From an optimization exercise on the open Yosys and OpenROAD flow, aimed at small area; shortcuts taken in it are not production practice. The RTL was checked by simulation tests, not by an equivalence proof against the original design. No activity file was given, so power comes from the tool's default toggle rates.

===== flow/flow/run.sh =====
#!/bin/bash
# Standard layout, with clock tree synthesis told not to add dummy loads
# and to cluster sinks under clkbuf_16 leaf buffers.
set -euo pipefail
export CTS_ARGS="-sink_clustering_enable -repair_clock_nets -dont_use_dummy_load -buf_list sky130_fd_sc_hd__clkbuf_16 -sink_clustering_size 28 -sink_clustering_max_diameter 60"
bash standard.sh > standard_flow.log 2>&1

===== flow/standard.sh =====
#!/bin/bash
# synth_recipe.tcl (not shown) runs the flow's synth.tcl, then flattens the netlist and writes it again
# the make line also repeats each setting of config.mk as NAME=value (left out here)
make -C /OpenROAD-flow-scripts/flow DESIGN_CONFIG=/design/flow/config.mk WORK_HOME=/design/flow/orfs CLKGATE_MAP_FILE= SYNTH_SCRIPT=/design/flow/synth_recipe.tcl "${@:-finish}"

===== flow/config.mk =====
export PLATFORM = sky130hd
export DESIGN_NAME = pap_predictor
export DESIGN_NICKNAME = pap_predictor
export VERILOG_FILES = /design/flow/design.v
export SDC_FILE = /design/flow/constraint.sdc
export NUM_CORES = 4
export LEC_CHECK = 0
export CAP_MARGIN = 20
export CORE_MARGIN = 2
export CORE_UTILIZATION = 40
export SLEW_MARGIN = 20
export SYNTH_HIERARCHICAL = 1

===== flow/constraint.sdc =====
create_clock -name core_clock -period 12.0 [get_ports {clk}]
set_input_delay 2.4000 -clock core_clock [delete_from_list [all_inputs] [get_ports {clk}]]
set_output_delay 2.4000 -clock core_clock [all_outputs]
set_load 0.01 [all_outputs]

===== flow/design.v =====
`timescale 1ns / 1ps
module pap_oai22 (input wire a0, b0, a1, b1, output wire y);
    assign y = ~((a0 | b0) & (a1 | b1));
endmodule
module pap_o21a (input wire a0, a1, b, output wire y);
    assign y = (a0 | a1) & b;
endmodule
module pap_inv (input wire a, output wire y);
    assign y = ~a;
endmodule
module pap_nor2 (input wire a, b, output wire y);
    assign y = ~(a | b);
endmodule
module pap_nand2 (input wire a, b, output wire y);
    assign y = ~(a & b);
endmodule
module pap_nand3 (input wire a, b, c, output wire y);
    assign y = ~(a & b & c);
endmodule
module pap_nand4 (input wire a, b, c, d, output wire y);
    assign y = ~(a & b & c & d);
endmodule
module pap_and2 (input wire a, b, output wire y);
    assign y = a & b;
endmodule
module pap_and4 (input wire a, b, c, d, output wire y);
    assign y = a & b & c & d;
endmodule
module pap_xor2 (input wire a, b, output wire y);
    assign y = a ^ b;
endmodule
module pap_xnor2 (input wire a, b, output wire y);
    assign y = ~(a ^ b);
endmodule
module pap_sel4 (
    input  wire [3:0] s_n,
    input  wire [3:0] d_n,
    output wire       y_n
);
    wire p0, p1;
    pap_oai22 u0 (.a0(s_n[0]), .b0(d_n[0]), .a1(s_n[1]), .b1(d_n[1]), .y(p0));
    pap_oai22 u1 (.a0(s_n[2]), .b0(d_n[2]), .a1(s_n[3]), .b1(d_n[3]), .y(p1));
    pap_nor2  u2 (.a(p0), .b(p1), .y(y_n));
endmodule
module pap_sel16n (
    input  wire [15:0] s_n,
    input  wire [15:0] d_n,
    output wire        y_n
);
    wire [3:0] q;
    genvar i;
    generate
        for (i = 0; i < 4; i = i + 1) begin : g_q
            pap_sel4 u (.s_n(s_n[4*i +: 4]), .d_n(d_n[4*i +: 4]), .y_n(q[i]));
        end
    endgenerate
    pap_and4 u4 (.a(q[0]), .b(q[1]), .c(q[2]), .d(q[3]), .y(y_n));
endmodule
module pap_sel16 (
    input  wire [15:0] s_n,
    input  wire [15:0] d_n,
    output wire        y
);
    wire [3:0] q;
    genvar i;
    generate
        for (i = 0; i < 4; i = i + 1) begin : g_q
            pap_sel4 u (.s_n(s_n[4*i +: 4]), .d_n(d_n[4*i +: 4]), .y_n(q[i]));
        end
    endgenerate
    pap_nand4 u4 (.a(q[0]), .b(q[1]), .c(q[2]), .d(q[3]), .y(y));
endmodule
module pap_dec2 (input wire [1:0] a, input wire [1:0] a_n, output wire [3:0] y);
    pap_nor2 u0 (.a(a[1]),   .b(a[0]),   .y(y[0]));
    pap_nor2 u1 (.a(a[1]),   .b(a_n[0]), .y(y[1]));
    pap_nor2 u2 (.a(a_n[1]), .b(a[0]),   .y(y[2]));
    pap_nor2 u3 (.a(a_n[1]), .b(a_n[0]), .y(y[3]));
endmodule
module pap_dec2n (input wire [1:0] a, output wire [3:0] y_n);
    wire [1:0] a_n;
    pap_inv i0 (.a(a[0]), .y(a_n[0]));
    pap_inv i1 (.a(a[1]), .y(a_n[1]));
    pap_nand2 u0 (.a(a_n[1]), .b(a_n[0]), .y(y_n[0]));
    pap_nand2 u1 (.a(a_n[1]), .b(a[0]),   .y(y_n[1]));
    pap_nand2 u2 (.a(a[1]),   .b(a_n[0]), .y(y_n[2]));
    pap_nand2 u3 (.a(a[1]),   .b(a[0]),   .y(y_n[3]));
endmodule
module pap_dec4n (input wire [3:0] a, output wire [15:0] y_n);
    wire [3:0] a_n, lo, hi;
    pap_inv i0 (.a(a[0]), .y(a_n[0]));
    pap_inv i1 (.a(a[1]), .y(a_n[1]));
    pap_inv i2 (.a(a[2]), .y(a_n[2]));
    pap_inv i3 (.a(a[3]), .y(a_n[3]));
    pap_dec2 u_lo (.a(a[1:0]), .a_n(a_n[1:0]), .y(lo));
    pap_dec2 u_hi (.a(a[3:2]), .a_n(a_n[3:2]), .y(hi));
    genvar i;
    generate
        for (i = 0; i < 16; i = i + 1) begin : g_y
            pap_nand2 u (.a(hi[i/4]), .b(lo[i%4]), .y(y_n[i]));
        end
    endgenerate
endmodule
module pap_wdech #(parameter N = 8) (
    input  wire         rst_n,
    input  wire         bd_n,
    input  wire [N-1:0] sel_n,
    output wire [N-1:0] y_n
);
    genvar i;
    generate
        for (i = 0; i < N; i = i + 1) begin : g_y
            pap_o21a u (.a0(bd_n), .a1(sel_n[i]), .b(rst_n), .y(y_n[i]));
        end
    endgenerate
endmodule
module pap_wdecl #(parameter N = 8) (
    input  wire         rst_n,
    input  wire [N-1:0] sel_n,
    output wire [N-1:0] y_n
);
    genvar i;
    generate
        for (i = 0; i < N; i = i + 1) begin : g_y
            pap_and2 u (.a(rst_n), .b(sel_n[i]), .y(y_n[i]));
        end
    endgenerate
endmodule
module pap_wline (input wire h_n, l_n, output wire wr, hold);
    pap_nor2 u0 (.a(h_n), .b(l_n), .y(wr));
    pap_inv  u1 (.a(wr), .y(hold));
endmodule
module pap_next (
    input  wire       reset,
    input  wire       taken,
    input  wire       p,
    input  wire [5:0] y_row_n,
    input  wire [1:0] ctr,
    output wire [5:0] row_d,
    output wire [1:0] ctr_d
);
    wire [1:0] ctr_upd = taken ? ((ctr == 2'b11) ? 2'b11 : ctr + 2'b01)
                               : ((ctr == 2'b00) ? 2'b00 : ctr - 2'b01);
    assign ctr_d = reset ? 2'b01 : ~(ctr_upd ^ {2{p}});
    assign row_d = reset ? 6'b000000 : {y_row_n[4:0], ~(taken ^ p)};
endmodule
module pap_phase_next (input wire reset, p, output wire y);
    assign y = ~(reset | p);
endmodule
module pap_predictor (
    input  wire       clk,
    input  wire       reset,
    input  wire       branch_detected,
    input  wire       branch_taken,
    input  wire [5:0] pc,
    output wire       prediction,
    output wire [5:0] bht_out,
    output wire [1:0] pht_select
);
    reg       p;
    reg [5:0] bht_x [0:63];
    reg [1:0] pht_x [0:255];
    genvar g, k, b;
    wire rst_n, bd_n;
    pap_inv u_rstn (.a(reset), .y(rst_n));
    pap_inv u_bdn  (.a(branch_detected), .y(bd_n));
    wire [3:0]  bh_n;
    wire [15:0] bl_n;
    pap_dec2n u_bh (.a(pc[5:4]), .y_n(bh_n));
    pap_dec4n u_bl (.a(pc[3:0]), .y_n(bl_n));
    wire [5:0] y_row_n, row;
    generate
        for (b = 0; b < 6; b = b + 1) begin : g_bb
            wire [3:0] gv_n;
            for (g = 0; g < 4; g = g + 1) begin : g_g
                wire [15:0] d_n;
                for (k = 0; k < 16; k = k + 1) begin : g_k
                    assign d_n[k] = bht_x[g*16+k][b];
                end
                pap_sel16n u_in (.s_n(bl_n), .d_n(d_n), .y_n(gv_n[g]));
            end
            pap_sel4 u_out (.s_n(bh_n), .d_n(gv_n), .y_n(y_row_n[b]));
            pap_xnor2 u_x (.a(y_row_n[b]), .b(p), .y(row[b]));
        end
    endgenerate
    wire [7:0] idx = {pc[1:0], row};
    wire [15:0] ph_n, pl_n;
    pap_dec4n u_ph (.a(idx[7:4]), .y_n(ph_n));
    pap_dec4n u_pl (.a(idx[3:0]), .y_n(pl_n));
    wire [1:0] y_ctr, ctr;
    generate
        for (b = 0; b < 2; b = b + 1) begin : g_pb
            wire [15:0] gv_n;
            for (g = 0; g < 16; g = g + 1) begin : g_g
                wire [15:0] d_n;
                for (k = 0; k < 16; k = k + 1) begin : g_k
                    assign d_n[k] = pht_x[g*16+k][b];
                end
                pap_sel16n u_in (.s_n(pl_n), .d_n(d_n), .y_n(gv_n[g]));
            end
            pap_sel16 u_out (.s_n(ph_n), .d_n(gv_n), .y(y_ctr[b]));
            pap_xor2 u_x (.a(y_ctr[b]), .b(p), .y(ctr[b]));
        end
    endgenerate
    assign bht_out    = row;
    assign pht_select = pc[1:0];
    assign prediction = ctr[1];
    wire [5:0] row_d;
    wire [1:0] ctr_d;
    pap_next u_next (.reset(reset), .taken(branch_taken), .p(p), .y_row_n(y_row_n),
                     .ctr(ctr), .row_d(row_d), .ctr_d(ctr_d));
    wire p_d;
    pap_phase_next u_pn (.reset(reset), .p(p), .y(p_d));
    always @(posedge clk) p <= p_d;
    wire [3:0]  bwh_n;
    wire [15:0] bwl_n;
    wire [15:0] pwh_n, pwl_n;
    pap_wdech #(.N(4))  u_bwh (.rst_n(rst_n), .bd_n(bd_n), .sel_n(bh_n), .y_n(bwh_n));
    pap_wdecl #(.N(16)) u_bwl (.rst_n(rst_n), .sel_n(bl_n), .y_n(bwl_n));
    pap_wdech #(.N(16)) u_pwh (.rst_n(rst_n), .bd_n(bd_n), .sel_n(ph_n), .y_n(pwh_n));
    pap_wdecl #(.N(16)) u_pwl (.rst_n(rst_n), .sel_n(pl_n), .y_n(pwl_n));
    generate
        for (g = 0; g < 64; g = g + 1) begin : g_bht
            wire wr, hold;
            pap_wline u_l (.h_n(bwh_n[g/16]), .l_n(bwl_n[g%16]), .wr(wr), .hold(hold));
            for (b = 0; b < 6; b = b + 1) begin : g_b
                wire nx;
                pap_oai22 u_s (.a0(bht_x[g][b]), .b0(wr), .a1(hold), .b1(row_d[b]), .y(nx));
                always @(posedge clk) bht_x[g][b] <= nx;
            end
        end
        for (g = 0; g < 256; g = g + 1) begin : g_pht
            wire wr, hold;
            pap_wline u_l (.h_n(pwh_n[g/16]), .l_n(pwl_n[g%16]), .wr(wr), .hold(hold));
            for (b = 0; b < 2; b = b + 1) begin : g_b
                wire nx;
                pap_oai22 u_s (.a0(pht_x[g][b]), .b0(wr), .a1(hold), .b1(ctr_d[b]), .y(nx));
                always @(posedge clk) pht_x[g][b] <= nx;
            end
        end
    endgenerate
endmodule

==> results of run 1 <==
per-module statistics from Yosys, one instance, submodules excluded, excerpt:
module | copies in the design | cells | flip-flops and latches
pap_nand4 | 2 | 1 | 0
pap_xnor2 | 6 | 1 | 0
pap_nor2 | 582 | 1 | 0
pap_o21a | 20 | 1 | 0
pap_nand2 | 52 | 1 | 0
pap_predictor | 1 | 899 | 897
pap_oai22 | 1372 | 1 | 0
pap_phase_next | 1 | 1 | 0
pap_and4 | 56 | 1 | 0
pap_xor2 | 2 | 1 | 0
pap_inv | 336 | 1 | 0
pap_next | 1 | 14 | 0
report_power, final:
part,internal [mW],leakage (nW),switching (mW)
registers,4.04,7.57,0.575
clock network,0.809,0.678,0.973
logic,0.897,4.46,1.36
total,5.75,12.7,2.90
cells by family after synthesis:
logic type | count (synthesis) | share of synthesized area, %
simple gates | 733 | 10.03
flops | 897 | 57.50
compound gates | 1392 | 27.97
buf+inv | 339 | 4.099
xor+xnor | 9 | 0.2524
mux | 2 | 0.08012
fa+ha+maj | 2 | 0.06811
layout make-up:
type / instances / area share (%)
tap: 1040 / 3.753
timing repair buffer: 75 / 2.043
inverter: 337 / 3.648
clock buffer: 55 / 3.970
multi-input combinational: 2138 / 34.79
sequential: 897 / 51.79
state kept, by name, indices dropped and copies added, names as in the netlist:
name / cells
p: 1
pht_x: 512
bht_x: 384
routing by layer:
| layer | vias up | track usage (%) | routed length, µm |
|---|---|---|---|
| li1 | 13175 | - | - |
| met1 | 13149 | 33.03 | 45510 |
| met2 | 844 | 37.39 | 44190 |
| met3 | 164 | 2.878 | 5748 |
| met4 | 0 | 9.378 | 3785 |
| met5 | - | 0 | 0 |
Yosys cell counts:
library cell / instances / share of area, %
o21a_1: 20 / 0.48
buf_4: 2 / 0.048
maj3_2: 1 / 0.036
mux2_4: 1 / 0.048
nor2_1: 585 / 7.0
xnor2_1: 6 / 0.17
nor2b_1: 6 / 0.12
nand2_1: 52 / 0.63
maj3_1: 1 / 0.032
o22ai_1: 1372 / 27
inv_1: 337 / 4.1
xor2_1: 3 / 0.084
and4_1: 56 / 1.6
dfxtp_1: 897 / 58
and2_1: 32 / 0.64
mux2i_1: 1 / 0.032
nand4_1: 2 / 0.040
worst register-to-register path, stage by stage (launching register included):
cell and delay [ns]:
dfxtp_1 0.34, o22ai_1 0.12, nor2_1 0.36, and4_1 0.26, o22ai_1 0.09, nor2_1 0.38, xnor2_1 0.25, inv_1 0.10
nor2_1 0.23, nand2_1 0.59, buf_12 0.40, o22ai_1 0.13, nor2_1 0.08, and4_1 0.18, o22ai_1 0.19, nor2_1 0.14
nand4_1 0.11, xor2_1 0.40, maj3_2 0.31, mux2_8 0.66, buf_4 0.60, o22ai_1 0.19
worst max path at each step:
stage | slack [ns] | to | start | cells after the start
after global routing | 0.60 | prediction | pc[3] | 22
after floorplan | 1.70 | pht_x[0][0] | pc[2] | 23
after detailed placement | 1.12 | prediction | pc[3] | 21
after global placement | 1.14 | prediction | pc[3] | 21
after CTS | 1.11 | prediction | pc[2] | 22
final | 0.92 | prediction | pc[0] | 21
metrics by stage:
step	std cells	util, %	total power, mW	area (µm²)	setup slack, ns
global placement	4487	43.05	6.871	33300	1.139
floorplan	3374	-	6.047	31240	1.695
detailed placement	4487	43.05	6.889	33300	1.121
finish	4542	44.83	8.655	34670	0.9199
global route	4542	44.83	9.085	34670	0.6040
CTS	4542	44.83	8.644	34670	1.107
==> out/qor.yml, run 1 <==
outcome:
  status: "finished clean"
global_route:
  grt_pass1_wl_um: 151600
  gr-total-overflow: 0
  grt_max_degree: 157
  antenna_found_initial: 0
  grt_usage_pct: 23.69
  grt_pass1_vias: 25532
floorplanning:
  rows: 102
  initial_core_util_pct: 40.38
  core-area_mm2: 0.07734
  io_pins: 19
  die_h_um: 283.4
  die_w_um: 283.4
  die-area_mm2: 0.08032
placement:
  port_buffers: 18
  finalWeightedCongestion: 0.9157
  dp_hpwl_um: 63070
setup_path:
  arrival_ns: 8.68
  path_cells: "clkdlybuf4s50_1 > nor2_1 > nand2_1 > o22ai_1 > nor2_1 > and4_1 > o22ai_1 > nor2_1 > xnor2_1 > inv_1 > nor2_1 > nand2_1 > buf_4 > o22ai_1 > nor2_1 > and4_1 > o22ai_1 > nor2_1 > nand4_1 > xor2_1 > clkdlybuf4s50_1"
  crit_family: "simple AND/OR/NAND/NOR gates"
  ff2ff_path_depth: 21
  r2r_setup_slack_ns: 5.66
  endpoint_kind: "primary output"
  r2r_start: "bht_x[2][1]"
  crit_top_cell: "nor2_1"
  cp_max_fo: 25
  cp.required_ns: 9.60
  slowest_delay_ns: 0.74
  worst-path-buf-inv: 4
  crit_type: "input port to primary output"
  slowest_stage: "nand2_1"
  r2r_end: "pht_x[177][1]"
  critPathLaunchType: "input port"
timing:
  fmax_mhz: 90.25
  rsz0062_at_grt: "no"
  finalCritPeriodShare_pct: 92.33
  fin_skew_ns: 0.1047
  tightest_slew_ns: 1.135
  post-route-min-period_ns: 11.08
  drv_slew: 0
  finalSetupViolations: 0
  hold_slack_ns: 0.4438
  hold_viol_final: 0
  fin_tns_setup_ns: 0
  relSlewSlack_pct: 24.22
clocking:
  htree_levels: 2
  numCtsBuffers: 55
  clk_pin_slew_worst_paths_ns: 0.07
  clock-sinks: 897
  hold_buffers: 0
  clk_path_buf_depth: 3
  cts_resized: 0
  post_cts_buffers: 0
  tritoncts: "yes"
  clk-insertion-delay-late_ns: 0.68
  clockRootBuffer: "clkbuf_16"
yosys:
  syn_inst: 3374
  synth_cell_types: 17
  synth.avg_cell_area_um2: 9.255
  synth-seq-cells: 897
  syn_nets: 3384
  seq_area_frac_synth_pct: 57.50
  synth_area_mm2: 0.03123
  yosysWarnings: 11
power:
  vdd_ir_drop_max_uv: 163.2
  p_per_area_mw_per_mm2: 249.6
  leakage_nw: 12.71
detailed_routing:
  antenna_left: 0
  num_vias: 27332
  routed_wl_um: 99240
  vias_per_cell: 6.018
  remaining_drc_errors: 0
  wire_per_inst_um: 21.85
  drtIter0Drc: 2410
  drt-pass1-iter-count: 5
job:
  maxCapViolations: 0
finish:
  final_common_cell: "o22ai_1"
  final_cell_mix: "1372 x o22ai_1, 897 x dfxtp_1, 584 x nor2_1"
  fillers: 7609
  nNetsFinal: 3514
  drive_above_1_share_pct: 3.512
  diodes: 0
  multi_input_area_mm2: 0.01206
  seq_area_mm2: 0.01796
  area_delta_synth_final_pct: 11.03
min_path:
  holdCritStartpoint: "bht_x[11][5]"
  min_path_cells: 1
  hold_end: "bht_x[11][5]"
  hp-class: "register to register"
==> inputs of run 2 (changes only) <==
==> flow/flow/run.sh (replaced) <==
#!/bin/bash
# Standard layout, with clock tree synthesis told not to add dummy loads
# and to cluster sinks under clkbuf_4 leaf buffers.
set -euo pipefail
export CTS_ARGS="-sink_clustering_enable -repair_clock_nets -dont_use_dummy_load -buf_list sky130_fd_sc_hd__clkbuf_4 -sink_clustering_size 11 -sink_clustering_max_diameter 35"
bash standard.sh > standard_flow.log 2>&1
--- a/flow/config.mk
+++ b/flow/config.mk
@@ -8,5 +8,6 @@
 export CAP_MARGIN = 20
 export CORE_MARGIN = 2
-export CORE_UTILIZATION = 40
+export CORE_UTILIZATION = 80
+export PLACE_DENSITY = 0.9
 export SLEW_MARGIN = 20
 export SYNTH_HIERARCHICAL = 1
==> out/qor.yml, run 2 <==
floorplanning:
  io_pins: 19  # unchanged
  die_w_um: 201.6  # -29%
  initial_core_util_pct: 80.99  # +41 points
  die_h_um: 201.6  # -29%
  rows: 72  # -29%
  die-area_mm2: 0.04063  # -49%
  core-area_mm2: 0.03856  # -50%
timing:
  relSlewSlack_pct: 15.66  # -8.6 points
  fin_ws_ns: 0.4733  # -0.4466 ns
  hold_viol_final: 0  # unchanged
  drv_slew: 0  # unchanged
  rsz0062_at_grt: "no"
  post-route-min-period_ns: 11.53  # +0.4466 ns
  finalSetupViolations: 0  # unchanged
  fmax_mhz: 86.76  # -3.9%
  finalCritPeriodShare_pct: 96.06  # +3.7 points
  fin_tns_setup_ns: 0  # unchanged
  fin_skew_ns: 0.09834  # -0.006412 ns
  tightest_slew_ns: 1.265  # +0.1297 ns
global_route:
  antenna_found_initial: 5  # +5
  grt_usage_pct: 48.21  # +25 points
  grt_pass1_wl_um: 155600  # +2.6%
  grt_max_degree: 231  # +47%
  gr-total-overflow: 0  # unchanged
  grt_pass1_vias: 29704  # +16%
detailed_routing:
  antenna_left: 0  # unchanged
  drtIter0Drc: 4457  # +85%
  routed_wl_um: 101300  # +2.1%
  num_vias: 30374  # +11%
  vias_per_cell: 7.492  # +25%
  remaining_drc_errors: 0  # unchanged
  drt-pass1-iter-count: 9  # +4
  wire_per_inst_um: 25.00  # +14%
yosys:
  synth_top_area_cell: "dfxtp_1"
  syn_nets: 3384  # unchanged
  synthTopCellsByArea: "dfxtp_1 58%, o22ai_1 27%, nor2_1 7.0%"
  yosysMostFrequentCell: "o22ai_1"
  yosysWarnings: 11  # unchanged
  synth_edf_count: 0  # unchanged
  synth_area_mm2: 0.03123  # unchanged
  seq_area_frac_synth_pct: 57.50  # unchanged
  synthFlopType: "dfxtp_1"
  synth.avg_cell_area_um2: 9.255  # unchanged
  synth_cell_types: 17  # unchanged
  syn_inst: 3374  # unchanged
  synth-seq-cells: 897  # unchanged
  ys_top_cells_by_count: "1372 x o22ai_1, 897 x dfxtp_1, 585 x nor2_1, 337 x inv_1, 56 x and4_1"
  async_flop_share_pct: 0  # unchanged
  synth.top_cell.area_share_pct: 57.50  # unchanged
placement:
  numPlacedInstances: 3941  # -12%
  pre_cts_ws_ns: 1.019  # -0.1017 ns
  finalWeightedCongestion: 0.9880  # +7.9%
  dp_hpwl_um: 64860  # +2.8%
  port_buffers: 18  # unchanged
finish:
  finalNonFillerCells: 4054  # -11%
  drive_above_1_share_pct: 4.443  # +0.93 points
  seq_area_mm2: 0.01796  # unchanged
  largest_reg_flops: 512  # unchanged
  fillers: 2061  # -73%
  regMostFlops: "pht_x"
  reg.largest.list: "pht_x: 512 flops, bht_x: 384 flops, p: 1 flops"
  nNetsFinal: 3546  # +0.91%
  final_common_cell: "o22ai_1"
  area_delta_synth_final_pct: 6.479
  final_cell_mix: "1372 x o22ai_1, 897 x dfxtp_1, 584 x nor2_1"
  multi_input_area_mm2: 0.01206  # unchanged
setup_path:
  slowest_stage: "nand2_1"
  worst-path-buf-inv: 5  # +1
  arrival_ns: 9.13  # +0.45 ns
  endpoint_kind: "primary output"
  crit_type: "input port to primary output"
  crit_top_cell: "nor2_1"
  critPathLaunchType: "input port"
  crit_family: "simple AND/OR/NAND/NOR gates"
  path_cells: "clkdlybuf4s50_1 > inv_1 > nor2_1 > nand2_1 > o22ai_1 > nor2_1 > and4_1 > o22ai_1 > nor2_1 > xnor2_1 > inv_1 > nor2_1 > nand2_1 > buf_4 > o22ai_1 > nor2_1 > and4_1 > o22ai_1 > nor2_1 > nand4_1 > xor2_1 > clkdlybuf4s50_1"
  slowest_delay_ns: 0.73  # about the same
  cp.required_ns: 9.60  # about the same
  r2r_setup_slack_ns: 4.82  # -0.84 ns
  cp_max_fo: 25  # unchanged
power:
  leakage_nw: 12.41  # -2.4%
  power_mw: 8.301  # -4.1%
  p_int_mw: 5.344  # -7.1%
  p_per_area_mw_per_mm2: 249.6  # about the same
  swShare_pct: 35.62  # +2.1 points
  p_comb_share_pct: 27.5  # +1.5 points
  p_sw_mw: 2.957  # +1.8%
  vdd_ir_drop_max_uv: 249.8  # +53%
  seq_power_share_pct: 56.3  # +2.9 points
  p_clk_share_pct: 16.2  # -4.4 points
clocking:
  clock-sinks: 897  # unchanged
  tritoncts: "yes"
  cts_resized: 0  # unchanged
  hold_buffers: 0  # unchanged
  clk-insertion-delay-late_ns: 0.90  # +0.22 ns
  numCtsBuffers: 111  # +100%
  clockRootBuffer: "clkbuf_4"
  post_cts_buffers: 0  # unchanged
  clk_pin_slew_worst_paths_ns: 0.07  # about the same
  clk_path_buf_depth: 3  # unchanged
  htree_levels: 3  # +1
outcome:
  status: "finished clean"
min_path:
  hp-class: "register to register"
job:
  maxCapViolations: 0  # unchanged
## run 2: power by group through the flow
stage	Sequential, mW	Combinational (mW)	Clock (mW)
floorplan	4.51	1.54	0
global placement	4.63	2.04	0
detailed placement	4.70	2.16	0
CTS	4.65	2.17	1.33
global route	4.77	2.38	1.44
finish	4.68	2.28	1.34
## run 2: final timing paths
| kind | depth (start not counted) | end | startpoint |
|---|---|---|---|
| max reg2reg | 21 | pht_x[155][1] | bht_x[61][2] |
| min reg2reg | 1 | bht_x[31][3] | bht_x[31][3] |
| min | 1 | bht_x[31][3] | bht_x[31][3] |
| max | 22 | prediction | pc[0] |
## run 2: area by class of cell
class	count	share of cell area, %
Clock buffer	111	2.506
Inverter	337	3.804
Timing Repair Buffer	51	1.437
Tap cell	518	1.949
Antenna cell	2	0.01505
Multi-Input combinational cell	2138	36.28
Sequential cell	897	54.01
## run 2: metal layers
layer | vias up | track usage [%] | share of wire (%)
met5 | - | 0 | 0.022
met4 | 4 | 39.89 | 9.2
met3 | 715 | 12.13 | 13
met2 | 2494 | 74.80 | 44
met1 | 13933 | 56.67 | 34
li1 | 13228 | - | -
## run 2: cells by family (layout without fill, tap and decap cells)
family / Yosys count / count (layout) / synth area share (%)
AOI/OAI and AO/OA: 1392 / 1392 / 27.97
xor gates and xnor gates: 9 / 9 / 0.2524
adders and majority gates: 2 / 2 / 0.06811
buffers and inverters: 339 / 499 / 4.099
DFF: 897 / 897 / 57.50
muxes: 2 / 2 / 0.08012
other: 0 / 2 / 0
and+or+nand+nor: 733 / 733 / 10.03
## run 2: worst register-to-register path, delay by kind of cell, from the launching register on
family | cells | cell delay (ns)
muxes | 1 | 0.92
and+or+nand+nor | 9 | 3.15
adders and majority gates | 1 | 0.36
xor gates and xnor gates | 2 | 0.47
buffers and inverters | 3 | 1.02
DFF | 1 | 0.38
AOI/OAI and AO/OA | 5 | 0.75
## run 2: through the flow
stage               utilization [%]  hold slack (ns)  instance area, µm²
floorplan                         -           0.4220               31240
global placement              84.05           0.4293               32410
detailed placement            84.05           0.4369               32410
CTS                           86.22           0.4465               33240
global route                  86.23           0.4610               33250
finish                        86.24           0.4477               33250
## run 2: per-module statistics from Yosys (local to each module, per instance), a selection
module          cells inside  area (µm²)  copies in the design  flip-flops and latches
pap_o21a                   1       7.507                    20                       0
pap_phase_next             1       3.754                     1                       0
pap_nand4                  1       6.256                     2                       0
pap_and4                   1       8.758                    56                       0
pap_xnor2                  1       8.758                     6                       0
pap_oai22                  1       6.256                  1372                       0
pap_and2                   1       6.256                    32                       0
pap_nor2                   1       3.754                   582                       0
pap_inv                    1       3.754                   336                       0
pap_predictor            899       17970                     1                     897
pap_xor2                   1       8.758                     2                       0
pap_next                  14       103.8                     1                       0
pap_nand2                  1       3.754                    52                       0
==> inputs of run 3 (changes only) <==
==> flow/flow/run.sh (replaced) <==
#!/bin/bash
# Standard layout, with clock tree synthesis told not to add dummy loads
# and to cluster sinks under clkbuf_4 leaf buffers, and ports buffered
# with buf_1.
set -euo pipefail
export CTS_ARGS="-sink_clustering_enable -repair_clock_nets -dont_use_dummy_load -buf_list sky130_fd_sc_hd__clkbuf_4 -sink_clustering_size 11 -sink_clustering_max_diameter 35"
export BUFFER_PORTS_ARGS="-buffer_cell sky130_fd_sc_hd__buf_1"
bash standard.sh > standard_flow.log 2>&1
--- a/flow/config.mk
+++ b/flow/config.mk
@@ -6,8 +6,8 @@
 export NUM_CORES = 4
 export LEC_CHECK = 0
-export CAP_MARGIN = 20
+export CAP_MARGIN = 0
 export CORE_MARGIN = 2
-export CORE_UTILIZATION = 80
-export PLACE_DENSITY = 0.9
-export SLEW_MARGIN = 20
+export CORE_UTILIZATION = 70
+export PLACE_DENSITY = 0.85
+export SLEW_MARGIN = 0
 export SYNTH_HIERARCHICAL = 1
==> out/qor.yml, run 3 <==
outcome:
  status: "finished clean"
power:
  p_per_area_mw_per_mm2: 248.7  # -0.38%
  leakage_nw: 12.39  # -0.13%
  p_sw_mw: 2.936  # -0.70%
  p_clk_share_pct: 16.4  # +0.2 points
  seq_power_share_pct: 56.6  # +0.3 points
  p_comb_share_pct: 27.0  # -0.5 points
  vdd_ir_drop_max_uv: 189.0  # -24%
  swShare_pct: 35.47  # -0.15 points
  p_int_mw: 5.341  # about the same
detailed_routing:
  antenna_left: 0  # unchanged
  num_vias: 29647  # -2.4%
  routed_wl_um: 100200  # -1.2%
  drtIter0Drc: 3635  # -18%
  vias_per_cell: 7.154  # -4.5%
  remaining_drc_errors: 0  # unchanged
  drt-pass1-iter-count: 9  # unchanged
  wire_per_inst_um: 24.17  # -3.3%
min_path:
  min_path_cells: 1  # unchanged
  hold_end: "pht_x[105][0]"
  holdCritStartpoint: "pht_x[105][0]"
  hp-class: "register to register"
finish:
  fin_area_mm2: 0.03328  # about the same
  regMostFlops: "pht_x"
  nNetsFinal: 3557  # +0.31%
  finalNonFillerCells: 4144  # +2.2%
  reg.largest.list: "pht_x: 512 flops, bht_x: 384 flops, p: 1 flops"
  area_delta_synth_final_pct: 6.583  # about the same
  drive_above_1_share_pct: 4.626  # +0.18 points
  fin_util_pct: 75.43  # -11 points
  final_common_cell: "o22ai_1"
  final_cell_mix: "1372 x o22ai_1, 897 x dfxtp_1, 584 x nor2_1"
  largest_reg_flops: 512  # unchanged
floorplanning:
  initial_core_util_pct: 70.77  # -10 points
  die_w_um: 215.2  # +6.8%
  core-area_mm2: 0.04412  # +14%
  die-area_mm2: 0.04632  # +14%
  io_pins: 19  # unchanged
  rows: 77  # +6.9%
  die_h_um: 215.2  # +6.8%
clocking:
  clk_path_buf_depth: 3  # unchanged
  clockRootBuffer: "clkbuf_4"
  clk_pin_slew_worst_paths_ns: 0.07  # about the same
  clk-insertion-delay-late_ns: 0.94  # +0.04 ns
  post_cts_buffers: 0  # unchanged
  cts_resized: 0  # unchanged
  hold_buffers: 0  # unchanged
  numCtsBuffers: 115  # +3.6%
  htree_levels: 3  # unchanged
  clock-sinks: 897  # unchanged
  tritoncts: "yes"
timing:
  finalCritPeriodShare_pct: 87.84  # -8.2 points
  fin_tns_setup_ns: 0  # unchanged
  finalSetupViolations: 0  # unchanged
  tightest_slew_ns: 1.286  # +0.02081 ns
  relSlewSlack_pct: 14.27  # -1.4 points
  fin_skew_ns: 0.08088  # -0.01745 ns
  hold_viol_final: 0  # unchanged
  post-route-min-period_ns: 10.54  # -0.9860 ns
  drv_slew: 0  # unchanged
  rsz0062_at_grt: "no"
  fmax_mhz: 94.87  # +9.4%
yosys:
  yosysWarnings: 11  # unchanged
  synth_edf_count: 0  # unchanged
  syn_inst: 3374  # unchanged
  synth_area_mm2: 0.03123  # unchanged
  syn_nets: 3384  # unchanged
  synth.avg_cell_area_um2: 9.255  # unchanged
  async_flop_share_pct: 0  # unchanged
  seq_area_frac_synth_pct: 57.50  # unchanged
  synth-seq-cells: 897  # unchanged
  yosysMostFrequentCell: "o22ai_1"
  synth_cell_types: 17  # unchanged
  synthTopCellsByArea: "dfxtp_1 58%, o22ai_1 27%, nor2_1 7.0%"
  ys_top_cells_by_count: "1372 x o22ai_1, 897 x dfxtp_1, 585 x nor2_1, 337 x inv_1, 56 x and4_1"
  synthFlopType: "dfxtp_1"
  synth.top_cell.area_share_pct: 57.50  # unchanged
  synth_top_area_cell: "dfxtp_1"
placement:
  dp_hpwl_um: 65060  # +0.31%
  place_area_mm2: 0.03240  # about the same
  numPlacedInstances: 4022  # +2.1%
  port_buffers: 18  # unchanged
  finalWeightedCongestion: 1.025  # +3.7%
global_route:
  grt_max_degree: 187  # -19%
  antenna_found_initial: 4  # -1
  grt_usage_pct: 41.87  # -6.3 points
  grt_pass1_vias: 28535  # -3.9%
  gr-total-overflow: 0  # unchanged
  grt_pass1_wl_um: 153600  # -1.3%
setup_path:
  arrival_ns: 8.14  # -0.99 ns
  r2r_end: "pht_x[198][1]"
  crit_type: "input port to primary output"
  cp_max_fo: 25  # unchanged
  endpoint_kind: "primary output"
  critPathLaunchType: "input port"
  r2r_setup_slack_ns: 5.15  # +0.33 ns
  ff2ff_path_depth: 20  # -4.8%
  cp.required_ns: 9.60  # about the same
  r2r_start: "bht_x[49][0]"
job:
  maxCapViolations: 0  # unchanged
[run 3: cell families after synthesis]
kind of cell	Yosys count	synth area share, %
compound gates	1392	27.97
fa+ha+maj	2	0.06811
mux	2	0.08012
simple gates	733	10.03
xor+xnor	9	0.2524
flops	897	57.50
buf+inv	339	4.099
[run 3: worst max-delay path, cell delays in order]
cell,delay [ns]
buf_1,0.23
inv_1,0.09
nor2_1,0.24
nand2_1,0.59
o22ai_1,0.43
nor2_1,0.18
and4_1,0.21
o22ai_1,0.17
nor2_1,0.10
xnor2_1,0.43
nor2_1,0.18
nand2_1,0.75
buf_4,0.35
o22ai_1,0.10
nor2_1,0.25
and4_1,0.25
o22ai_1,0.10
nor2_1,0.26
nand4_1,0.18
xor2_1,0.28
buf_1,0.35
[run 3: worst max-delay path by stage]
stage | end | depth (start not counted) | start
after global routing | prediction | 21 | pc[1]
after floorplan | pht_x[0][0] | 23 | pc[2]
after detailed placement | prediction | 21 | pc[1]
after global placement | prediction | 21 | pc[1]
final | prediction | 21 | pc[1]
after CTS | prediction | 21 | pc[1]
[run 3: cell type report]
class | instances | area, µm²
multi-input cells | 2138 | 12060
clock buffers | 115 | 863.3
flip-flops and latches | 897 | 17960
fillers | 3213 | 10840
repair buffers | 58 | 380.4
diodes | 7 | 17.52
well taps | 592 | 740.7
inverters | 337 | 1265
[run 3: power by group through the flow]
| stage | Combinational (mW) | Sequential (mW) | Clock [mW] |
|---|---|---|---|
| after CTS | 2.15 | 4.67 | 1.36 |
| final | 2.24 | 4.69 | 1.35 |
| after detailed placement | 2.15 | 4.72 | 0 |
| after global placement | 2.04 | 4.68 | 0 |
| after floorplan | 1.54 | 4.51 | 0 |
| after global routing | 2.37 | 4.78 | 1.47 |
[run 3: routing by layer]
layer / GRT usage (%) / share of wire (%) / vias up
met3: 9.795 / 12 / 536
met4: 30.67 / 8.2 / 2
li1: - / - / 13272
met5: 0 / 0.011 / -
met1: 51.75 / 37 / 13824
met2: 64.35 / 43 / 2013
[run 3: modules after synthesis (local to each module, per instance), excerpt]
module	flip-flops and latches	cells
pap_o21a	0	1
pap_phase_next	0	1
pap_nand4	0	1
pap_xnor2	0	1
pap_and4	0	1
pap_inv	0	1
pap_nand2	0	1
pap_nor2	0	1
pap_and2	0	1
[run 3: per-stage QoR]
stage	power [mW]	setup WS [ns]	hold WS, ns
floorplan	6.047	1.695	0.4220
global placement	6.721	1.950	0.4295
detailed placement	6.871	1.752	0.4373
CTS	8.170	1.756	0.4462
global route	8.628	1.168	0.4577
finish	8.278	1.459	0.4453
==> inputs of run 4 (changes only) <==
--- a/flow/design.v
+++ b/flow/design.v
@@ -136,11 +136,27 @@
     input  wire [5:0] y_row_n,
     input  wire [1:0] ctr,
+    input  wire [7:0] xr,
+    input  wire [1:0] bank,
     output wire [5:0] row_d,
-    output wire [1:0] ctr_d
+    output wire [7:0] pht_d
 );
     wire [1:0] ctr_upd = taken ? ((ctr == 2'b11) ? 2'b11 : ctr + 2'b01)
                                : ((ctr == 2'b00) ? 2'b00 : ctr - 2'b01);
-    assign ctr_d = reset ? 2'b01 : ~(ctr_upd ^ {2{p}});
+    wire [1:0] nx = ~(ctr_upd ^ {2{p}});
+    genvar k;
+    generate
+        for (k = 0; k < 4; k = k + 1) begin : g_k
+            assign pht_d[2*k +: 2] = reset ? 2'b01 : ((bank == k) ? nx : xr[2*k +: 2]);
+        end
+    endgenerate
     assign row_d = reset ? 6'b000000 : {y_row_n[4:0], ~(taken ^ p)};
+endmodule
+module pap_bank (
+    input  wire [7:0] xr,
+    input  wire [1:0] bank,
+    input  wire       p,
+    output wire [1:0] ctr
+);
+    assign ctr = ~(xr[2*bank +: 2] ^ {2{p}});
 endmodule
 module pap_phase_next (input wire reset, p, output wire y);
@@ -159,5 +175,5 @@
     reg       p;
     reg [5:0] bht_x [0:63];
-    reg [1:0] pht_x [0:255];
+    reg [7:0] pht_x [0:63];
     genvar g, k, b;
     wire rst_n, bd_n;
@@ -183,30 +199,31 @@
         end
     endgenerate
-    wire [7:0] idx = {pc[1:0], row};
-    wire [15:0] ph_n, pl_n;
-    pap_dec4n u_ph (.a(idx[7:4]), .y_n(ph_n));
-    pap_dec4n u_pl (.a(idx[3:0]), .y_n(pl_n));
-    wire [1:0] y_ctr, ctr;
-    generate
-        for (b = 0; b < 2; b = b + 1) begin : g_pb
-            wire [15:0] gv_n;
-            for (g = 0; g < 16; g = g + 1) begin : g_g
+    wire [3:0]  qh_n;
+    wire [15:0] ql_n;
+    pap_dec2n u_qh (.a(row[5:4]), .y_n(qh_n));
+    pap_dec4n u_ql (.a(row[3:0]), .y_n(ql_n));
+    wire [7:0] xr;       
+    generate
+        for (b = 0; b < 8; b = b + 1) begin : g_pb
+            wire [3:0] gv_n;
+            for (g = 0; g < 4; g = g + 1) begin : g_g
                 wire [15:0] d_n;
                 for (k = 0; k < 16; k = k + 1) begin : g_k
                     assign d_n[k] = pht_x[g*16+k][b];
                 end
-                pap_sel16n u_in (.s_n(pl_n), .d_n(d_n), .y_n(gv_n[g]));
-            end
-            pap_sel16 u_out (.s_n(ph_n), .d_n(gv_n), .y(y_ctr[b]));
-            pap_xor2 u_x (.a(y_ctr[b]), .b(p), .y(ctr[b]));
-        end
-    endgenerate
+                pap_sel16n u_in (.s_n(ql_n), .d_n(d_n), .y_n(gv_n[g]));
+            end
+            pap_sel4 u_out (.s_n(qh_n), .d_n(gv_n), .y_n(xr[b]));
+        end
+    endgenerate
+    wire [1:0] ctr;
+    pap_bank u_bank (.xr(xr), .bank(pc[1:0]), .p(p), .ctr(ctr));
     assign bht_out    = row;
     assign pht_select = pc[1:0];
     assign prediction = ctr[1];
     wire [5:0] row_d;
-    wire [1:0] ctr_d;
+    wire [7:0] pht_d;
     pap_next u_next (.reset(reset), .taken(branch_taken), .p(p), .y_row_n(y_row_n),
-                     .ctr(ctr), .row_d(row_d), .ctr_d(ctr_d));
+                     .ctr(ctr), .xr(xr), .bank(pc[1:0]), .row_d(row_d), .pht_d(pht_d));
     wire p_d;
     pap_phase_next u_pn (.reset(reset), .p(p), .y(p_d));
@@ -214,9 +231,10 @@
     wire [3:0]  bwh_n;
     wire [15:0] bwl_n;
-    wire [15:0] pwh_n, pwl_n;
+    wire [3:0]  pwh_n;
+    wire [15:0] pwl_n;
     pap_wdech #(.N(4))  u_bwh (.rst_n(rst_n), .bd_n(bd_n), .sel_n(bh_n), .y_n(bwh_n));
     pap_wdecl #(.N(16)) u_bwl (.rst_n(rst_n), .sel_n(bl_n), .y_n(bwl_n));
-    pap_wdech #(.N(16)) u_pwh (.rst_n(rst_n), .bd_n(bd_n), .sel_n(ph_n), .y_n(pwh_n));
-    pap_wdecl #(.N(16)) u_pwl (.rst_n(rst_n), .sel_n(pl_n), .y_n(pwl_n));
+    pap_wdech #(.N(4))  u_pwh (.rst_n(rst_n), .bd_n(bd_n), .sel_n(qh_n), .y_n(pwh_n));
+    pap_wdecl #(.N(16)) u_pwl (.rst_n(rst_n), .sel_n(ql_n), .y_n(pwl_n));
     generate
         for (g = 0; g < 64; g = g + 1) begin : g_bht
@@ -229,10 +247,10 @@
             end
         end
-        for (g = 0; g < 256; g = g + 1) begin : g_pht
+        for (g = 0; g < 64; g = g + 1) begin : g_pht
             wire wr, hold;
             pap_wline u_l (.h_n(pwh_n[g/16]), .l_n(pwl_n[g%16]), .wr(wr), .hold(hold));
-            for (b = 0; b < 2; b = b + 1) begin : g_b
+            for (b = 0; b < 8; b = b + 1) begin : g_b
                 wire nx;
-                pap_oai22 u_s (.a0(pht_x[g][b]), .b0(wr), .a1(hold), .b1(ctr_d[b]), .y(nx));
+                pap_oai22 u_s (.a0(pht_x[g][b]), .b0(wr), .a1(hold), .b1(pht_d[b]), .y(nx));
                 always @(posedge clk) pht_x[g][b] <= nx;
             end
==> flow/flow/run.sh (replaced) <==
#!/bin/bash
# Standard layout, with clock tree synthesis told not to add dummy loads
# and to cluster sinks under clkbuf_8 leaf buffers.
set -euo pipefail
export CTS_ARGS="-sink_clustering_enable -repair_clock_nets -dont_use_dummy_load -buf_list sky130_fd_sc_hd__clkbuf_8 -sink_clustering_size 20 -sink_clustering_max_diameter 50"
bash standard.sh > standard_flow.log 2>&1
--- a/flow/config.mk
+++ b/flow/config.mk
@@ -6,8 +6,8 @@
 export NUM_CORES = 4
 export LEC_CHECK = 0
-export CAP_MARGIN = 0
+export CAP_MARGIN = 20
 export CORE_MARGIN = 2
-export CORE_UTILIZATION = 70
-export PLACE_DENSITY = 0.85
-export SLEW_MARGIN = 0
+export CORE_UTILIZATION = 65
+export PLACE_DENSITY = 0.8
+export SLEW_MARGIN = 20
 export SYNTH_HIERARCHICAL = 1
==> out/qor.yml, run 4 <==
timing:
  finalSetupViolations: 0  # unchanged
  drv_slew: 0  # unchanged
  tightest_slew_ns: 1.018  # -0.2683 ns
  hold_viol_final: 0  # unchanged
  finalCritPeriodShare_pct: 95.86  # +8.0 points
  fin_tns_setup_ns: 0  # unchanged
  relSlewSlack_pct: 32.16  # +18 points
  hold_slack_ns: 0.4477  # +0.002392 ns
  rsz0062_at_grt: "no"
  post-route-min-period_ns: 11.50  # +0.9621 ns
  fmax_mhz: 86.94  # -8.4%
  fin_skew_ns: 0.06635  # -0.01453 ns
setup_path:
  crit_type: "input port to primary output"
  crit_family: "simple AND/OR/NAND/NOR gates"
  worst-path-buf-inv: 4  # unchanged
  path_cells: "clkdlybuf4s50_1 > nor2_1 > nand2_1 > o22ai_1 > nor2_1 > and4_1 > o22ai_1 > nor2_1 > xnor2_1 > inv_1 > nor2_1 > nand2_1 > buf_4 > o22ai_1 > nor2_1 > and4_1 > o22ai_1 > nor2_1 > mux4_2 > xnor2_1 > clkdlybuf4s50_1"
  endpoint_kind: "primary output"
  critPathLaunchType: "input port"
  cp_max_fo: 33  # +32%
  arrival_ns: 9.10  # +0.96 ns
  slowest_stage: "clkdlybuf4s50_1"
  cp.required_ns: 9.60  # about the same
  crit_top_cell: "nor2_1"
  slowest_delay_ns: 0.83  # +0.08 ns
finish:
  area_delta_synth_final_pct: 7.363
  multi_input_area_mm2: 0.01149  # -4.7%
  final_common_cell: "o22ai_1"
  drive_above_1_share_pct: 3.939  # -0.69 points
  regMostFlops: "pht_x"
  finalNonFillerCells: 3698  # -11%
  largest_reg_flops: 512  # unchanged
  final_cell_mix: "1372 x o22ai_1, 897 x dfxtp_1, 384 x nor2_1"
  seq_area_mm2: 0.01796  # unchanged
  reg.largest.list: "pht_x: 512 flops, bht_x: 384 flops, p: 1 flops"
  fillers: 3440  # +7.1%
  nNetsFinal: 3109  # -13%
job:
  maxCapViolations: 0  # unchanged
yosys:
  yosysWarnings: 11  # unchanged
  synth.top_cell.area_share_pct: 60.18  # +2.7 points
  syn_inst: 2982  # -12%
  synth-seq-cells: 897  # unchanged
  synth_cell_types: 27  # +10
  seq_area_frac_synth_pct: 60.18  # +2.7 points
  synthTopCellsByArea: "dfxtp_1 60%, o22ai_1 29%, nor2_1 4.8%"
  yosysMostFrequentCell: "o22ai_1"
  synth_area_mm2: 0.02984  # -4.4%
  synth_edf_count: 0  # unchanged
  synth.avg_cell_area_um2: 10.01  # +8.1%
  async_flop_share_pct: 0  # unchanged
  synth_top_area_cell: "dfxtp_1"
  ys_top_cells_by_count: "1372 x o22ai_1, 897 x dfxtp_1, 384 x nor2_1, 143 x inv_1, 56 x and4_1"
  syn_nets: 2992  # -12%
  synthFlopType: "dfxtp_1"
power:
  p_comb_share_pct: 29.2  # +2.2 points
  swShare_pct: 36.13  # +0.66 points
  leakage_nw: 11.44  # -7.7%
  seq_power_share_pct: 55.5  # -1.1 points
  p_per_area_mw_per_mm2: 271.1  # +9.0%
  p_clk_share_pct: 15.2  # -1.2 points
  vdd_ir_drop_max_uv: 196.7  # +4.1%
  p_int_mw: 5.548  # +3.9%
  p_sw_mw: 3.138  # +6.9%
placement:
  finalWeightedCongestion: 0.9760  # -4.8%
  port_buffers: 18  # unchanged
  dp_hpwl_um: 61100  # -6.1%
  numPlacedInstances: 3638  # -9.5%
global_route:
  grt_pass1_wl_um: 143000  # -6.9%
  antenna_found_initial: 2  # -2
  grt_max_degree: 65  # -65%
  grt_usage_pct: 38.08  # -3.8 points
  grt_pass1_vias: 25583  # -10%
  gr-total-overflow: 0  # unchanged
detailed_routing:
  antenna_left: 0  # unchanged
  wire_per_inst_um: 25.25  # +4.5%
  drtIter0Drc: 3174  # -13%
  remaining_drc_errors: 0  # unchanged
  drt-pass1-iter-count: 6  # -3
  vias_per_cell: 7.323  # +2.4%
  routed_wl_um: 93370  # -6.8%
  num_vias: 27081  # -8.7%
floorplanning:
  die_h_um: 218.3  # +1.4%
  die_w_um: 218.3  # +1.4%
  rows: 78  # +1.3%
  core-area_mm2: 0.04538  # +2.8%
  io_pins: 19  # unchanged
  initial_core_util_pct: 65.75  # -5.0 points
  die-area_mm2: 0.04764  # +2.9%
clocking:
  htree_levels: 2  # -1
  clk-insertion-delay-late_ns: 0.73  # -0.21 ns
  hold_buffers: 0  # unchanged
  clk_path_buf_depth: 3  # unchanged
  post_cts_buffers: 0  # unchanged
  clock-sinks: 897  # unchanged
  cts_resized: 0  # unchanged
  clockRootBuffer: "clkbuf_8"
  clk_pin_slew_worst_paths_ns: 0.09  # +0.02 ns
  numCtsBuffers: 59  # -49%
  tritoncts: "yes"
outcome:
  status: "finished clean"
min_path:
  hp-class: "register to register"
## run 4: cell count changes after synthesis, sizes merged, moves of 11 or more
cell,before,now
nor2,585,384
inv,337,143
o21a,20,8
nand2,52,41
## run 4: per-layer routing
layer	wire [µm]	share of wire [%]	GRT usage (%)	up-vias
met4	6353	6.8	22.77	2
met3	9010	9.6	6.611	373
met1	36040	39	49.30	12864
met5	12	0.013	0	-
li1	-	-	-	12095
met2	41950	45	59.98	1747
## run 4: final timing paths
path	slack, ns	to	depth (start not counted)	start
worst max-delay path	0.50	prediction	21	pc[1]
worst min-delay path	0.45	bht_x[47][1]	1	bht_x[47][1]
worst max register to register	5.40	pht_x[16][2]	23	bht_x[16][2]
worst min register to register	0.45	bht_x[47][1]	1	bht_x[47][1]
## run 4: modules after synthesis (local to each module, per instance), excerpt
module	copies in the design	area [µm²]
pap_o21a	8	7.507
pap_and2	32	6.256
pap_phase_next	1	3.754
pap_inv	142	3.754
pap_nor2	382	3.754
pap_predictor	1	17970
## run 4: power groups by stage
| stage | sequential [mW] | clock, mW | combinational, mW |
|---|---|---|---|
| final | 4.83 | 1.32 | 2.54 |
| after CTS | 4.80 | 1.33 | 2.43 |
| after global routing | 4.94 | 1.44 | 2.65 |
| after floorplan | 4.65 | 0 | 1.66 |
| after global placement | 4.82 | 0 | 2.33 |
| after detailed placement | 4.86 | 0 | 2.44 |
## run 4: cell type report
class / count / share of cell area (%)
flip-flops and latches: 897 / 56.05
multi-input cells: 1939 / 35.88
clock buffers: 59 / 2.535
well taps: 600 / 2.343
inverters: 143 / 1.675
repair buffers: 59 / 1.508
diodes: 1 / 0.007811
## run 4: kinds of logic after synthesis
family / Yosys count / share of synthesized area [%]
AOI/OAI and AO/OA: 1394 / 29.32
DFF: 897 / 60.18
and+or+nand+nor: 534 / 8.214
buffers and inverters: 146 / 1.862
xor gates and xnor gates: 8 / 0.2348
muxes: 2 / 0.1509
adders and majority gates: 1 / 0.03773
## run 4: through the flow
step / area, µm² / worst slack [ns] / power (mW) / util (%)
after global placement: 31230 / 1.038 / 7.152 / 68.81
final: 32040 / 0.4971 / 8.687 / 70.60
after floorplan: 29840 / 1.033 / 6.319 / -
after detailed placement: 31230 / 0.9579 / 7.298 / 68.81
after global routing: 32030 / 0.3687 / 9.029 / 70.59
after CTS: 32040 / 0.9291 / 8.563 / 70.60
==> inputs of run 5 (changes only) <==
==> flow/flow/run.sh (replaced) <==
#!/bin/bash
# Standard layout, with clock tree synthesis told not to add dummy loads
# and to cluster sinks under clkbuf_8 leaf buffers, and ports buffered
# with buf_1.
set -euo pipefail
export CTS_ARGS="-sink_clustering_enable -repair_clock_nets -dont_use_dummy_load -buf_list sky130_fd_sc_hd__clkbuf_8 -sink_clustering_size 18 -sink_clustering_max_diameter 45"
export BUFFER_PORTS_ARGS="-buffer_cell sky130_fd_sc_hd__buf_1"
bash standard.sh > standard_flow.log 2>&1
--- a/flow/config.mk
+++ b/flow/config.mk
@@ -6,8 +6,8 @@
 export NUM_CORES = 4
 export LEC_CHECK = 0
-export CAP_MARGIN = 20
+export CAP_MARGIN = 0
 export CORE_MARGIN = 2
 export CORE_UTILIZATION = 65
 export PLACE_DENSITY = 0.8
-export SLEW_MARGIN = 20
+export SLEW_MARGIN = 0
 export SYNTH_HIERARCHICAL = 1
==> out/qor.yml, run 5 <==
power:
  p_sw_mw: 3.165  # +0.84%
  p_comb_share_pct: 28.5  # -0.7 points
  p_int_mw: 5.649  # +1.8%
  leakage_nw: 11.47  # +0.32%
  p_per_area_mw_per_mm2: 274.6  # +1.3%
  power_mw: 8.814  # +1.5%
  vdd_ir_drop_max_uv: 181.3  # -7.9%
  swShare_pct: 35.91  # -0.22 points
  seq_power_share_pct: 54.9  # -0.6 points
  p_clk_share_pct: 16.6  # +1.4 points
yosys:
  yosysWarnings: 11  # unchanged
  synthTopCellsByArea: "dfxtp_1 60%, o22ai_1 29%, nor2_1 4.8%"
  synth_area_mm2: 0.02984  # unchanged
  synth_top_area_cell: "dfxtp_1"
  synthFlopType: "dfxtp_1"
  synth_cell_types: 27  # unchanged
  synth-seq-cells: 897  # unchanged
  synth_edf_count: 0  # unchanged
  synth.top_cell.area_share_pct: 60.18  # unchanged
  syn_nets: 2992  # unchanged
  ys_top_cells_by_count: "1372 x o22ai_1, 897 x dfxtp_1, 384 x nor2_1, 143 x inv_1, 56 x and4_1"
  seq_area_frac_synth_pct: 60.18  # unchanged
  yosysMostFrequentCell: "o22ai_1"
  syn_inst: 2982  # unchanged
  synth.avg_cell_area_um2: 10.01  # unchanged
  async_flop_share_pct: 0  # unchanged
placement:
  pre_cts_ws_ns: 0.8942  # -0.06376 ns
  dp_hpwl_um: 62290  # +1.9%
  place_area_mm2: 0.03108  # -0.48%
  finalWeightedCongestion: 1.029  # +5.4%
  numPlacedInstances: 3633  # -0.14%
  port_buffers: 18  # unchanged
clocking:
  clk_pin_slew_worst_paths_ns: 0.05  # -0.04 ns
  clk_path_buf_depth: 3  # unchanged
  htree_levels: 3  # +1
  hold_buffers: 0  # unchanged
  clock-sinks: 897  # unchanged
  clk-insertion-delay-late_ns: 0.71  # -0.02 ns
  post_cts_buffers: 0  # unchanged
  tritoncts: "yes"
  clockRootBuffer: "clkbuf_8"
  numCtsBuffers: 74  # +25%
  cts_resized: 0  # unchanged
timing:
  post-route-min-period_ns: 11.52  # +0.01895 ns
  tightest_slew_ns: 1.332  # +0.3145 ns
  finalSetupViolations: 0  # unchanged
  fin_skew_ns: 0.07587  # +0.009523 ns
  hold_viol_final: 0  # unchanged
  hold_slack_ns: 0.4448  # -0.002915 ns
  finalCritPeriodShare_pct: 96.01  # +0.16 points
  relSlewSlack_pct: 10.97  # -21 points
  rsz0062_at_grt: "no"
  fin_ws_ns: 0.4782  # -0.01894 ns
  fin_tns_setup_ns: 0  # unchanged
  drv_slew: 0  # unchanged
  fmax_mhz: 86.79  # -0.16%
global_route:
  grt_usage_pct: 38.27  # +0.18 points
  grt_max_degree: 65  # unchanged
  grt_pass1_wl_um: 142700  # -0.21%
  gr-total-overflow: 0  # unchanged
  grt_pass1_vias: 25093  # -1.9%
  antenna_found_initial: 0  # -2
setup_path:
  cp.required_ns: 9.60  # about the same
  cp_max_fo: 33  # unchanged
  endpoint_kind: "primary output"
  arrival_ns: 9.12  # +0.02 ns
  ff2ff_path_depth: 20  # -13%
  critPathLaunchType: "input port"
  crit_type: "input port to primary output"
min_path:
  min_path_cells: 1  # unchanged
  hp-class: "register to register"
floorplanning:
  io_pins: 19  # unchanged
  initial_core_util_pct: 65.75  # unchanged
  die-area_mm2: 0.04764  # unchanged
  die_w_um: 218.3  # unchanged
  core-area_mm2: 0.04538  # unchanged
  die_h_um: 218.3  # unchanged
  rows: 78  # unchanged
detailed_routing:
  routed_wl_um: 93470  # +0.10%
  drtIter0Drc: 3397  # +7.0%
  antenna_left: 0  # unchanged
  vias_per_cell: 7.293  # -0.42%
  remaining_drc_errors: 0  # unchanged
  drt-pass1-iter-count: 6  # unchanged
  num_vias: 27041  # -0.15%
  wire_per_inst_um: 25.21  # -0.17%
finish:
  final_common_cell: "o22ai_1"
  drive_above_1_share_pct: 4.216  # +0.28 points
  largest_reg_flops: 512  # unchanged
  regMostFlops: "pht_x"
  reg.largest.list: "pht_x: 512 flops, bht_x: 384 flops, p: 1 flops"
  fin_util_pct: 70.73  # +0.14 points
  fin_area_mm2: 0.03210  # +0.19%
  area_delta_synth_final_pct: 7.569
  nNetsFinal: 3119  # +0.32%
  final_cell_mix: "1372 x o22ai_1, 897 x dfxtp_1, 384 x nor2_1"
  finalNonFillerCells: 3708  # +0.27%
job:
  maxCapViolations: 0  # unchanged
outcome:
  status: "finished clean"
[run 5: cell counts after synthesis]
Identical to the previous run, type by type.
[run 5: power by group through the flow]
stage | Clock, mW | Combinational (mW) | Sequential [mW]
after floorplan | 0 | 1.66 | 4.65
after global placement | 0 | 2.31 | 4.84
after detailed placement | 0 | 2.42 | 4.87
after CTS | 1.47 | 2.41 | 4.81
after global routing | 1.58 | 2.63 | 4.95
final | 1.47 | 2.51 | 4.84
[run 5: logic make-up (layout without fill, tap and decap cells)]
group,Yosys count,count (layout),share of synthesized area [%]
other cells,0,1,0
mux,2,2,0.1509
buf+inv,146,271,1.862
xor+xnor,8,8,0.2348
compound gates,1394,1394,29.32
fa+ha+maj,1,1,0.03773
flops,897,897,60.18
simple gates,534,534,8.214
[run 5: per-module statistics from Yosys (local to each module, per instance), excerpt]
module	copies in the design	cell area, µm²	flip-flops and latches
pap_inv	142	3.754	0
pap_predictor	1	17970	897
pap_nor2	382	3.754	0
pap_and4	56	8.758	0
pap_bank	1	62.56	0
pap_and2	32	6.256	0
pap_next	1	297.8	0
pap_o21a	8	7.507	0
pap_phase_next	1	3.754	0
pap_nand2	40	3.754	0
pap_xnor2	6	8.758	0
pap_oai22	1372	6.256	0
[run 5: layout make-up]
cell class	instances	area, µm²
well taps	600	750.7
clock buffers	74	1018
flip-flops and latches	897	17960
inverters	143	536.8
multi-input cells	1939	11490
repair buffers	54	337.8
fillers	3379	13280
diodes	1	2.502
[run 5: layer usage]
layer	part of all wire, %	vias up	wire length, µm	global-route usage, %
li1	-	12139	-	-
met1	39	12740	36330	50.43
met2	44	1791	41020	59.23
met3	10	371	9416	6.402
met4	7.2	0	6704	23.27
met5	0	-	0	0
[run 5: final timing paths]
| check | startpoint | to | slack (ns) |
|---|---|---|---|
| worst min-delay path | pht_x[61][0] | pht_x[61][0] | 0.44 |
| worst max-delay path | pc[0] | prediction | 0.48 |
| worst max register to register | bht_x[2][0] | pht_x[24][3] | 4.33 |
| worst min register to register | pht_x[61][0] | pht_x[61][0] | 0.44 |
[run 5: critical path, cell delays in order]
cell	delay [ns]
buf_1	0.49
nor2_1	0.21
nand2_1	0.76
o22ai_1	0.18
nor2_1	0.35
and4_1	0.27
o22ai_1	0.09
nor2_1	0.40
xnor2_1	0.26
inv_1	0.11
nor2_1	0.25
nand2_1	0.82
o22ai_1	0.42
nor2_1	0.14
and4_1	0.21
o22ai_1	0.36
nor2_1	0.14
mux4_2	0.51
xnor2_1	0.36
buf_1	0.35
==> inputs of run 6 (changes only) <==
==> flow/flow/run.sh (replaced) <==
#!/bin/bash
# Standard layout, with clock tree synthesis told not to add dummy loads
# and to cluster sinks under clkbuf_4 leaf buffers, and ports buffered
# with buf_1.
set -euo pipefail
export CTS_ARGS="-sink_clustering_enable -repair_clock_nets -dont_use_dummy_load -buf_list sky130_fd_sc_hd__clkbuf_4 -sink_clustering_size 10 -sink_clustering_max_diameter 32"
export BUFFER_PORTS_ARGS="-buffer_cell sky130_fd_sc_hd__buf_1"
bash standard.sh > standard_flow.log 2>&1
--- a/flow/config.mk
+++ b/flow/config.mk
@@ -8,6 +8,6 @@
 export CAP_MARGIN = 0
 export CORE_MARGIN = 2
-export CORE_UTILIZATION = 65
-export PLACE_DENSITY = 0.8
+export CORE_UTILIZATION = 70
+export PLACE_DENSITY = 0.85
 export SLEW_MARGIN = 0
 export SYNTH_HIERARCHICAL = 1
==> out/qor.yml, run 6 <==
detailed_routing:
  vias_per_cell: 7.552  # +3.6%
  num_vias: 28017  # +3.6%
  routed_wl_um: 100100  # +7.1%
  remaining_drc_errors: 0  # unchanged
  wire_per_inst_um: 26.98  # +7.0%
  drt-pass1-iter-count: 8  # +2
  drtIter0Drc: 3716  # +9.4%
  antenna_left: 0  # unchanged
power:
  vdd_ir_drop_max_uv: 199.0  # +9.8%
  leakage_nw: 11.56  # +0.78%
  p_per_area_mw_per_mm2: 277.9  # +1.2%
floorplanning:
  io_pins: 19  # unchanged
  initial_core_util_pct: 70.98  # +5.2 points
  rows: 75  # -3.8%
  die-area_mm2: 0.04430  # -7.0%
  die_h_um: 210.5  # -3.6%
  die_w_um: 210.5  # -3.6%
  core-area_mm2: 0.04204  # -7.4%
clocking:
  hold_buffers: 0  # unchanged
  clk-insertion-delay-late_ns: 0.89  # +0.18 ns
  clk_pin_slew_worst_paths_ns: 0.06  # about the same
  clock-sinks: 897  # unchanged
  cts_resized: 0  # unchanged
  clk_path_buf_depth: 3  # unchanged
  numCtsBuffers: 134  # +81%
  clockRootBuffer: "clkbuf_4"
  htree_levels: 4  # +1
  post_cts_buffers: 0  # unchanged
  tritoncts: "yes"
finish:
  finalNonFillerCells: 3710  # +0.054%
  fin_util_pct: 76.18  # +5.5 points
  fillers: 2976  # -12%
  final_cell_mix: "1372 x o22ai_1, 897 x dfxtp_1, 384 x nor2_1"
  nNetsFinal: 3181  # +2.0%
  area_delta_synth_final_pct: 7.330
  regMostFlops: "pht_x"
  largest_reg_flops: 512  # unchanged
  final_common_cell: "o22ai_1"
  drive_above_1_share_pct: 6.090  # +1.9 points
  reg.largest.list: "pht_x: 512 flops, bht_x: 384 flops, p: 1 flops"
setup_path:
  crit_type: "input port to primary output"
  cp.required_ns: 9.60  # about the same
  endpoint_kind: "primary output"
  arrival_ns: 9.02  # -0.10 ns
  critPathLaunchType: "input port"
  cp_max_fo: 33  # unchanged
placement:
  dp_hpwl_um: 66870  # +7.4%
  pre_cts_ws_ns: 1.018  # +0.1237 ns
  numPlacedInstances: 3574  # -1.6%
  finalWeightedCongestion: 1.098  # +6.7%
  port_buffers: 18  # unchanged
yosys:
  async_flop_share_pct: 0  # unchanged
  synth_area_mm2: 0.02984  # unchanged
  syn_nets: 2992  # unchanged
  yosysMostFrequentCell: "o22ai_1"
  seq_area_frac_synth_pct: 60.18  # unchanged
  yosysWarnings: 11  # unchanged
  synth.top_cell.area_share_pct: 60.18  # unchanged
  synthFlopType: "dfxtp_1"
  synthTopCellsByArea: "dfxtp_1 60%, o22ai_1 29%, nor2_1 4.8%"
  synth-seq-cells: 897  # unchanged
  synth_top_area_cell: "dfxtp_1"
  ys_top_cells_by_count: "1372 x o22ai_1, 897 x dfxtp_1, 384 x nor2_1, 143 x inv_1, 56 x and4_1"
  synth_edf_count: 0  # unchanged
  synth.avg_cell_area_um2: 10.01  # unchanged
  syn_inst: 2982  # unchanged
  synth_cell_types: 27  # unchanged
global_route:
  grt_usage_pct: 44.19  # +5.9 points
  grt_pass1_vias: 26074  # +3.9%
  grt_max_degree: 65  # unchanged
  grt_pass1_wl_um: 151200  # +6.0%
  gr-total-overflow: 0  # unchanged
  antenna_found_initial: 4  # +4
job:
  maxCapViolations: 0  # unchanged
timing:
  tightest_slew_ns: 1.281  # -0.05152 ns
  finalCritPeriodShare_pct: 95.14  # -0.88 points
  relSlewSlack_pct: 14.42  # +3.4 points
  fmax_mhz: 87.59  # +0.92%
  hold_slack_ns: 0.4453  # +0.0004650 ns
  drv_slew: 0  # unchanged
  post-route-min-period_ns: 11.42  # -0.1054 ns
  fin_skew_ns: 0.08545  # +0.009576 ns
  finalSetupViolations: 0  # unchanged
  hold_viol_final: 0  # unchanged
  rsz0062_at_grt: "no"
  fin_tns_setup_ns: 0  # unchanged
  fin_ws_ns: 0.5836  # +0.1054 ns
outcome:
  status: "finished clean"
min_path:
  hp-class: "register to register"
[run 6: path summary, 6_finish.rpt]
check | start | end | slack, ns | cells past startpoint
worst min register to register | pht_x[59][0] | pht_x[59][0] | 0.45 | 1
worst min-delay path | pht_x[59][0] | pht_x[59][0] | 0.45 | 1
worst max register to register | bht_x[22][0] | pht_x[13][5] | 4.97 | 21
worst max-delay path | pc[0] | prediction | 0.58 | 21
[run 6: stage by stage]
step / power [mW] / area, µm²
3_3_place_gp: 7.224 / 31020
3_5_place_dp: 7.358 / 31020
5_1_grt: 9.228 / 32020
6_report: 8.901 / 32030
4_1_cts: 8.754 / 32020
2_1_floorplan: 6.319 / 29840
[run 6: modules after synthesis, one instance, submodules excluded, excerpt]
| module | flops+latches | times used | cells inside | cell area [µm²] |
|---|---|---|---|---|
| pap_inv | 0 | 142 | 1 | 3.754 |
| pap_nand2 | 0 | 40 | 1 | 3.754 |
| pap_predictor | 897 | 1 | 899 | 17970 |
| pap_and4 | 0 | 56 | 1 | 8.758 |
| pap_and2 | 0 | 32 | 1 | 6.256 |
| pap_phase_next | 0 | 1 | 1 | 3.754 |
| pap_xnor2 | 0 | 6 | 1 | 8.758 |
| pap_oai22 | 0 | 1372 | 1 | 6.256 |
| pap_bank | 0 | 1 | 4 | 62.56 |
[run 6: cells by family (layout without fill, tap and decap cells)]
| family | count (synthesis) | count (layout) | share of synthesized area, % |
|---|---|---|---|
| AOI/OAI and AO/OA | 1394 | 1394 | 29.32 |
| xor gates and xnor gates | 8 | 8 | 0.2348 |
| adders and majority gates | 1 | 1 | 0.03773 |
| buffers and inverters | 146 | 333 | 1.862 |
| DFF | 897 | 897 | 60.18 |
| muxes | 2 | 2 | 0.1509 |
| other | 0 | 2 | 0 |
| and+or+nand+nor | 534 | 534 | 8.214 |
[run 6: power by group]
part | switching, mW | internal, mW | total [mW]
Clock | 0.933 | 0.514 | 1.45
Combinational | 1.63 | 0.942 | 2.57
Sequential | 0.729 | 4.15 | 4.88
[run 6: final cells by class]
type / count / area, µm² / area share, %
diodes: 2 / 5.005 / 0.01563
clock buffers: 134 / 1006 / 3.141
inverters: 143 / 536.8 / 1.676
multi-input cells: 1939 / 11490 / 35.89
flip-flops and latches: 897 / 17960 / 56.07
well taps: 539 / 674.4 / 2.106
repair buffers: 56 / 352.8 / 1.102
[run 6: worst max-delay path: stages]
cell	delay (ns)
buf_1	0.46
inv_1	0.12
nor2_1	0.27
nand2_1	0.64
o22ai_1	0.66
nor2_1	0.10
and4_1	0.18
o22ai_1	0.18
nor2_1	0.13
xnor2_1	0.32
inv_1	0.10
nor2_1	0.22
nand2_1	0.76
o22ai_1	0.60
nor2_1	0.12
and4_1	0.20
o22ai_1	0.19
nor2_1	0.15
mux4_2	0.51
xnor2_1	0.35
buf_1	0.33
[run 6: metal layers]
metal	vias to the layer above	routed length, µm	global-route usage, %
met3	479	10930	10.64
met1	13184	36450	54.51
met4	2	9187	34.56
met2	2039	43520	66.97
li1	12313	-	-
met5	-	19	0

[afterwards: timing with drivers on the ports]
Ports are ideal in the flow. The routed layouts listed here were re-timed in OpenROAD. Step 1, drivers: a clkbuf_16 drives clk and a buf_2 each remaining input, both assumed. Step 2, shift: input delay + t, output delay - t, t = (earliest + latest rising clock arrival at the registers) / 2. This alone moves slack from input paths to output paths. Slacks: ideal ports / drivers / drivers and shift; pairs: ideal ports / drivers.
run	t (ns)	setup WS [ns]
run 1	0.688	0.920 / 0.894 / 0.894
run 2	0.911	0.473 / 0.427 / 0.427
run 3	0.954	1.459 / 1.438 / 1.438
run 4	0.744	0.497 / 0.469 / 0.469
run 5	0.721	0.478 / 0.455 / 0.455
run 6	0.902	0.584 / 0.561 / 0.561
After both steps every run listed still meets setup and hold.
